Background: an optimization exercise with open tools, aiming at small area. Do not read the settings as production practice.
Only the layout flow was run in this run; the RTL was not checked for function there.
No activity file was given, so power comes from the tool's default toggle rates.

File: flow/design.v
`timescale 1ns / 1ps
module APP (
  input CLK,
  input CLR,
  input CE,
  input BTN_FILL_FACTOR_INC,
  input BTN_FILL_FACTOR_DEC,
  input BTN_SEL_INC,
  input BTN_SEL_DEC,
  output [7:0] DISP_7SEG_DATA,
  output [7:0] DISP_7SEG_EN,
  output RGB_R_CH,
  output RGB_G_CH,
  output RGB_B_CH
);
  reg [6:0] pre;
  reg [2:0] dig;
  reg [6:0] grp;
  wire pre_end = pre[6] & pre[5] & pre[1] & pre[0];    
  wire tick = CE & pre_end;                             
  wire tick_rgb = CE & pre[0];                          
  wire grp_end = &grp;
  always @(posedge CLK or posedge CLR) begin
    if (CLR) begin
      pre <= 7'd0;
      dig <= 3'd0;
      grp <= 7'd2;
    end else begin
      if (CE)
        pre <= pre_end ? 7'd0 : pre + 7'd1;
      if (tick) begin
        dig <= dig + 3'd1;
        if (&dig)
          grp <= grp_end ? 7'd3 : grp + 7'd1;
      end
    end
  end
  wire blink = ~(grp[6] & (|grp[5:0] | dig[2]) & ~grp_end);
  wire init = ~|{grp[6:2], grp[0]};
  reg [2:0] d_fi, d_fd, d_si, d_sd;
  always @(posedge CLK or posedge CLR) begin
    if (CLR) begin
      d_fi <= 3'b000;
      d_fd <= 3'b000;
      d_si <= 3'b000;
      d_sd <= 3'b000;
    end else if (tick) begin
      d_fi <= {3{BTN_FILL_FACTOR_INC}} & {d_fi[1], d_fi[1] | d_fi[0], ~d_fi[2]};
      d_fd <= {3{BTN_FILL_FACTOR_DEC}} & {d_fd[1], d_fd[1] | d_fd[0], ~d_fd[2]};
      d_si <= {3{BTN_SEL_INC}} & {d_si[1], d_si[1] | d_si[0], ~d_si[2]};
      d_sd <= {3{BTN_SEL_DEC}} & {d_sd[1], d_sd[1] | d_sd[0], ~d_sd[2]};
    end
  end
  wire fi_en = d_fi[2] & ~d_fi[0];
  wire fd_en = d_fd[2] & ~d_fd[0];
  wire si_en = d_si[2] & ~d_si[0];
  wire sd_en = d_sd[2] & ~d_sd[0];
  wire fi_press = tick & d_fi[2] & d_fi[0];
  wire fd_press = tick & d_fd[2] & d_fd[0];
  wire si_press = tick & d_si[2] & d_si[0];
  wire sd_press = tick & d_sd[2] & d_sd[0];
  reg [10:0] rep_i, rep_d;
  wire rep_i_end = rep_i[10] & rep_i[8] & rep_i[7] & rep_i[6] & rep_i[4] & rep_i[3] & rep_i[2];  
  wire rep_d_end = rep_d[10] & rep_d[8] & rep_d[7] & rep_d[6] & rep_d[4] & rep_d[3] & rep_d[2];
  always @(posedge CLK or posedge CLR) begin
    if (CLR) begin
      rep_i <= 11'd0;
      rep_d <= 11'd0;
    end else begin
      if (~fi_en)
        rep_i <= 11'd0;
      else if (tick)
        rep_i <= rep_i_end ? 11'd1431 : rep_i + 11'd1;
      if (~fd_en)
        rep_d <= 11'd0;
      else if (tick)
        rep_d <= rep_d_end ? 11'd1431 : rep_d + 11'd1;
    end
  end
  wire fi_up = fi_press | (fi_en & tick & rep_i_end);
  wire fd_up = fd_press | (fd_en & tick & rep_d_end);
  reg [1:0] sel;
  wire sel_inc = si_press & ~sd_en;
  wire sel_dec = sd_press & ~si_en;
  always @(posedge CLK or posedge CLR) begin
    if (CLR)
      sel <= 2'd0;
    else if (sel_inc)
      sel <= sel + 2'd1;
    else if (sel_dec)
      sel <= sel - 2'd1;
  end
  wire ff_inc = fi_up & ~fd_en;
  wire ff_dec = fd_up & ~fi_en;
  reg [7:0] ff_r, ff_g, ff_b;
  always @(posedge CLK or posedge CLR) begin
    if (CLR) begin
      ff_r <= 8'd0;
      ff_g <= 8'd0;
      ff_b <= 8'd0;
    end else begin
      if (sel == 2'd1) begin
        if (ff_inc) ff_r <= ff_r + 8'd1;
        else if (ff_dec) ff_r <= ff_r - 8'd1;
      end
      if (sel == 2'd2) begin
        if (ff_inc) ff_g <= ff_g + 8'd1;
        else if (ff_dec) ff_g <= ff_g - 8'd1;
      end
      if (sel == 2'd3) begin
        if (ff_inc) ff_b <= ff_b + 8'd1;
        else if (ff_dec) ff_b <= ff_b - 8'd1;
      end
    end
  end
  reg [7:0] pwm;    
  wire pwm_end = &pwm[7:1];
  always @(posedge CLK or posedge CLR) begin
    if (CLR)
      pwm <= 8'd0;
    else if (tick_rgb)
      pwm <= pwm_end ? 8'd0 : pwm + 8'd1;
  end
  assign RGB_R_CH = ~CLR & (~pwm <= ff_r);
  assign RGB_G_CH = ~CLR & (~pwm <= ff_g);
  assign RGB_B_CH = ~CLR & (~pwm <= ff_b);
  assign DISP_7SEG_EN = {2'b11, ~({6{CE}} & {dig == 3'd6, dig == 3'd5, dig == 3'd4,
                                             dig == 3'd3, dig == 3'd2, dig == 3'd1})};
  reg [3:0] data;
  reg a_dp;
  always @(posedge CLK) begin
    case (dig)
      3'd1: {a_dp, data} <= {~(blink & (sel == 2'd3)), ff_b[3:0]};
      3'd2: {a_dp, data} <= {~(blink & (sel == 2'd3)), ff_b[7:4]};
      3'd3: {a_dp, data} <= {~(blink & (sel == 2'd2)), ff_g[3:0]};
      3'd4: {a_dp, data} <= {~(blink & (sel == 2'd2)), ff_g[7:4]};
      3'd5: {a_dp, data} <= {~(blink & (sel == 2'd1)), ff_r[3:0]};
      3'd6: {a_dp, data} <= {~(blink & (sel == 2'd1)), ff_r[7:4]};
      default: {a_dp, data} <= {~init, {4{init}}};
    endcase
  end
  localparam [15:0] SEG_A = 16'b0010_1000_0001_0010;
  localparam [15:0] SEG_B = 16'b1101_1000_0110_0000;
  localparam [15:0] SEG_C = 16'b1101_0000_0000_0100;
  localparam [15:0] SEG_D = 16'b1000_0100_1001_0010;
  localparam [15:0] SEG_E = 16'b0000_0010_1011_1010;
  localparam [15:0] SEG_F = 16'b0010_0000_1000_1110;
  localparam [15:0] SEG_G = 16'b0001_0000_1000_0011;
  assign DISP_7SEG_DATA = {a_dp, SEG_G[data], SEG_F[data], SEG_E[data], SEG_D[data],
                           SEG_C[data], SEG_B[data], SEG_A[data]};
endmodule
File: flow/run.sh
#!/bin/bash
# synth_recipe.tcl (not shown) runs the flow's synth.tcl, then flattens the netlist and writes it again
# the make line also repeats each setting of config.mk as NAME=value (left out here)
make -C /OpenROAD-flow-scripts/flow DESIGN_CONFIG=/design/flow/config.mk WORK_HOME=/design/flow/orfs CLKGATE_MAP_FILE= SYNTH_SCRIPT=/design/flow/synth_recipe.tcl finish
File: flow/config.mk
export PLATFORM = sky130hd
export DESIGN_NAME = APP
export DESIGN_NICKNAME = APP
export VERILOG_FILES = /design/flow/design.v
export SDC_FILE = /design/flow/constraint.sdc
export NUM_CORES = 4
export LEC_CHECK = 0
export CAP_MARGIN = 20
export CORE_MARGIN = 2
export CORE_UTILIZATION = 70
export CTS_BUF_LIST = sky130_fd_sc_hd__clkbuf_8
export CTS_CLUSTER_DIAMETER = 500
export CTS_CLUSTER_SIZE = 100
export SLEW_MARGIN = 20
File: flow/constraint.sdc
create_clock -name core_clock -period 10.0 [get_ports {CLK}]
set_input_delay 2.0000 -clock core_clock [delete_from_list [all_inputs] [get_ports {CLK}]]
set_output_delay 2.0000 -clock core_clock [all_outputs]
set_load 0.01 [all_outputs]
==> flow_summary.toml <==
[sta]
worstMarginPinSlew_ns = 0.819
relSlewSlack = 0.454
finalCriticalPeriod_ns = 5.97
setup_viol = 0
maxSlewViolCount = 0
tns_ns = 0
fin_crit_sh = 0.597
hold_violations = 0
finClkSkew_ns = 0.0102
max_freq_mhz = 168
rsz0062_at_grt = "no"
setup_slack_ns = 4.03

[worst_setup_path]
reg2reg_from = "rep_i[6]"
endpoint = "RGB_G_CH"
worst_ep_required_time_ns = 8.00
crit_type = "in2out"
end_kind = "primary output"
worstReg2RegEnd = "ff_g[7]"
crit_fanout = 82
worstPathArrival_ns = 3.97
startpoint = "CLR"
rrSetupSlack_ns = 6.66
ff2ff_path_depth = 10
critPathLaunchType = "primary input"

[logic_synthesis]
synth-edff-count = 0
ys_ff_latch = 90
yosys_warnings = 1
synth_ff_type = "dfrtp_1"
syn_area_um2 = 6200
async_reset_ff_frac = 0.944
ys_seq_area_frac = 0.360
postSynthAreaPerCell_um2 = 9.13
synthCells = 679
synth_cell_types = 68

[drt]
vias = 5147
post_drt_wl_per_cell_um = 17.3
route.detailed.drc = 0
dr.pass1.iters = 8
routed_wl_um = 14000
vias_per_cell = 6.37
drt-initial-drc-count = 420
antenna_left = 0

[power_and_ir_drop]
p_sw_frac = 0.380
p_leak_uw = 0.00311
p_switching_uw = 464
combPwrFrac = 0.362
p_int_uw = 757
pwr-share-seq = 0.402
power.share.clock = 0.236
power_density_nw_per_um2 = 182
peakVddDrop_mv = 0.0918

[global_routing]
grt-ovfl-total = 0
antenna_found_initial = 0
grt_first_pass_wirelength_um = 23300
grt_util_met1 = 0.409
grt_use_met3 = 0.0501
grt_pass1_vias = 4953
grt_max_degree = 83
met2_usage = 0.483
busiest_layer = "met2"
grt_use_total = 0.300

[clocking]
cts_setup_buffers = 0
cts_buffers = 9
cts_resized = 0
cts.sinks = 90
postCtsHoldBufs = 0
cts-root-buf = "clkbuf_8"
cts-htree-levels = 3
tritoncts = "done"
clock_latency_ns = 0.38
clk_path_buf_depth = 2
clkTransAtPathRegs_ns = 0.09

[layout]
regArea_um2 = 2230
drive_above_1_share = 0.0586
layout_common_cells = "dfrtp_1, nand2_1, ha_1"
utilization = 0.778
mostFrequentLayoutCell = "dfrtp_1"
area_growth_pct = 8.44
multi_input_area_um2 = 3700
diodes = 0
nNetsFinal = 767
fillerInstances = 600

[floorplanning]
die-area_um2 = 9620
die_x_um = 98.1
start_util = 0.718
die_h_um = 98.1
core_area_um2 = 8640
num_rows = 34
ios = 26

[placement]
pre_cts_slack_ns = 3.73
gp_congestion = 0.889
dp_hpwl_um = 10200
port_buffers = 23

[job]
cap_violations = 0

[hold_path]
min_path_type = "reg2reg"
hold_start = "d_si[1]"

[run_status]
status = "timing/DRC/antenna clean"
-- through the flow --
step           area [um^2]  hold slack [ns]  std cells  power [uW]
6_report              6720            0.508        808        1220
5_1_grt               6720            0.540        808        1290
4_1_cts               6710            0.512        807        1220
3_5_place_dp          6480            0.491        791         932
3_3_place_gp          6480            0.478        791         900
2_1_floorplan         6200            0.466        680         775
-- Yosys cell counts (11+ instances only) --
master    count  share of area
mux2i_1      26          0.042
dfrtp_1      84           0.34
clkbuf_1     12         0.0073
o21ai_0      30          0.024
o211ai_1     14          0.017
nand4_1      24          0.024
nand3_1      32          0.026
ha_1         62           0.13
nand2b_1     11          0.011
xnor2_1      22          0.031
a21oi_1      45          0.036
nor2_1       49          0.030
inv_1        45          0.027
nor2b_1      13          0.013
nand2_1      67          0.041
-- power groups by stage --
stage / registers, uW / clock network [uW] / logic, uW
floorplan: 463 / 0 / 312
global placement: 491 / 0 / 409
detailed placement: 497 / 0 / 435
CTS: 490 / 289 / 437
global route: 500 / 301 / 489
finish: 491 / 288 / 442
-- worst max-delay path, stage by stage --
cell	delay, ns
clkdlybuf4s50_1	0.41
clkinv_2	0.12
buf_6	0.60
o311a_1	0.29
clkdlybuf4s50_1	0.53
-- area by class of cell --
type | instances | area share
Clock buffer | 9 | 0.0184
Multi-Input combinational cell | 523 | 0.551
Sequential cell | 90 | 0.332
Inverter | 45 | 0.0253
Clock inverter | 7 | 0.0149
Timing Repair Buffer | 26 | 0.0387
Tap cell | 108 | 0.0201
-- state kept, by name, summed over array words and instances (netlist names) --
signal	flops
ff_g	8
rep_i	11
sel	2
dig	3
ff_r	8
pwm	8
d_fi	3
ff_b	8
rep_d	11
data	4
d_fd	3
d_si	3
grp	7
d_sd	3
a_dp	1
pre	7
-- cells by family after synthesis --
| logic type | count (synthesis) | share of synthesized area |
|---|---|---|
| AO/OA/AOI/OAI | 158 | 0.171 |
| XOR/XNOR | 32 | 0.0452 |
| adder cells (fa/ha/maj) | 65 | 0.135 |
| buffers and inverters | 67 | 0.0436 |
| flip-flops | 90 | 0.360 |
| multiplexers | 32 | 0.0565 |
| other | 1 | 0.000605 |
| AND/OR/NAND/NOR | 234 | 0.188 |
-- worst min-delay path by stage --
stage                end  depth (start not counted)  slack [ns]
3_5_place_dp     d_si[2]                          2        0.49
4_1_cts          d_si[2]                          2        0.51
5_1_grt          d_sd[1]                          2        0.54
3_3_place_gp     d_fd[2]                          2        0.48
6_report         d_si[2]                          2        0.51
2_1_floorplan  rep_d[10]                          2        0.47
-- layer usage --
| metal | vias up | share of wire |
|---|---|---|
| met5 | - | 0 |
| met4 | 0 | 0.029 |
| met3 | 38 | 0.058 |
| met2 | 161 | 0.47 |
| met1 | 2471 | 0.44 |
| li1 | 2477 | - |

==> port drivers added, routing unchanged <==
The results above use ideal ports. As a check the final layout listed here was re-extracted and re-timed, cells and wires unchanged. Step 1 sets driving cells, clkbuf_16 on the clock port and buf_2 on the other inputs (assumed; they add their load-dependent delay and slew). Step 2 also shifts input and output timing later by t, the mid clock arrival at the registers, as if the neighbouring blocks saw the same clock. Three values: no drivers, after step 1, after step 2; two values: the first two.
shift t [ns]: 0.411
slack for setup (ns): 4.034 / 4.010 / 4.010
worst slew at a driven data input, ns: 0.04
cell pins on the clock port's net: 1
After both steps this run still meets setup and hold. The setup slack of this run moves by -0.024 ns with the drivers and by -0.024 ns with both steps.
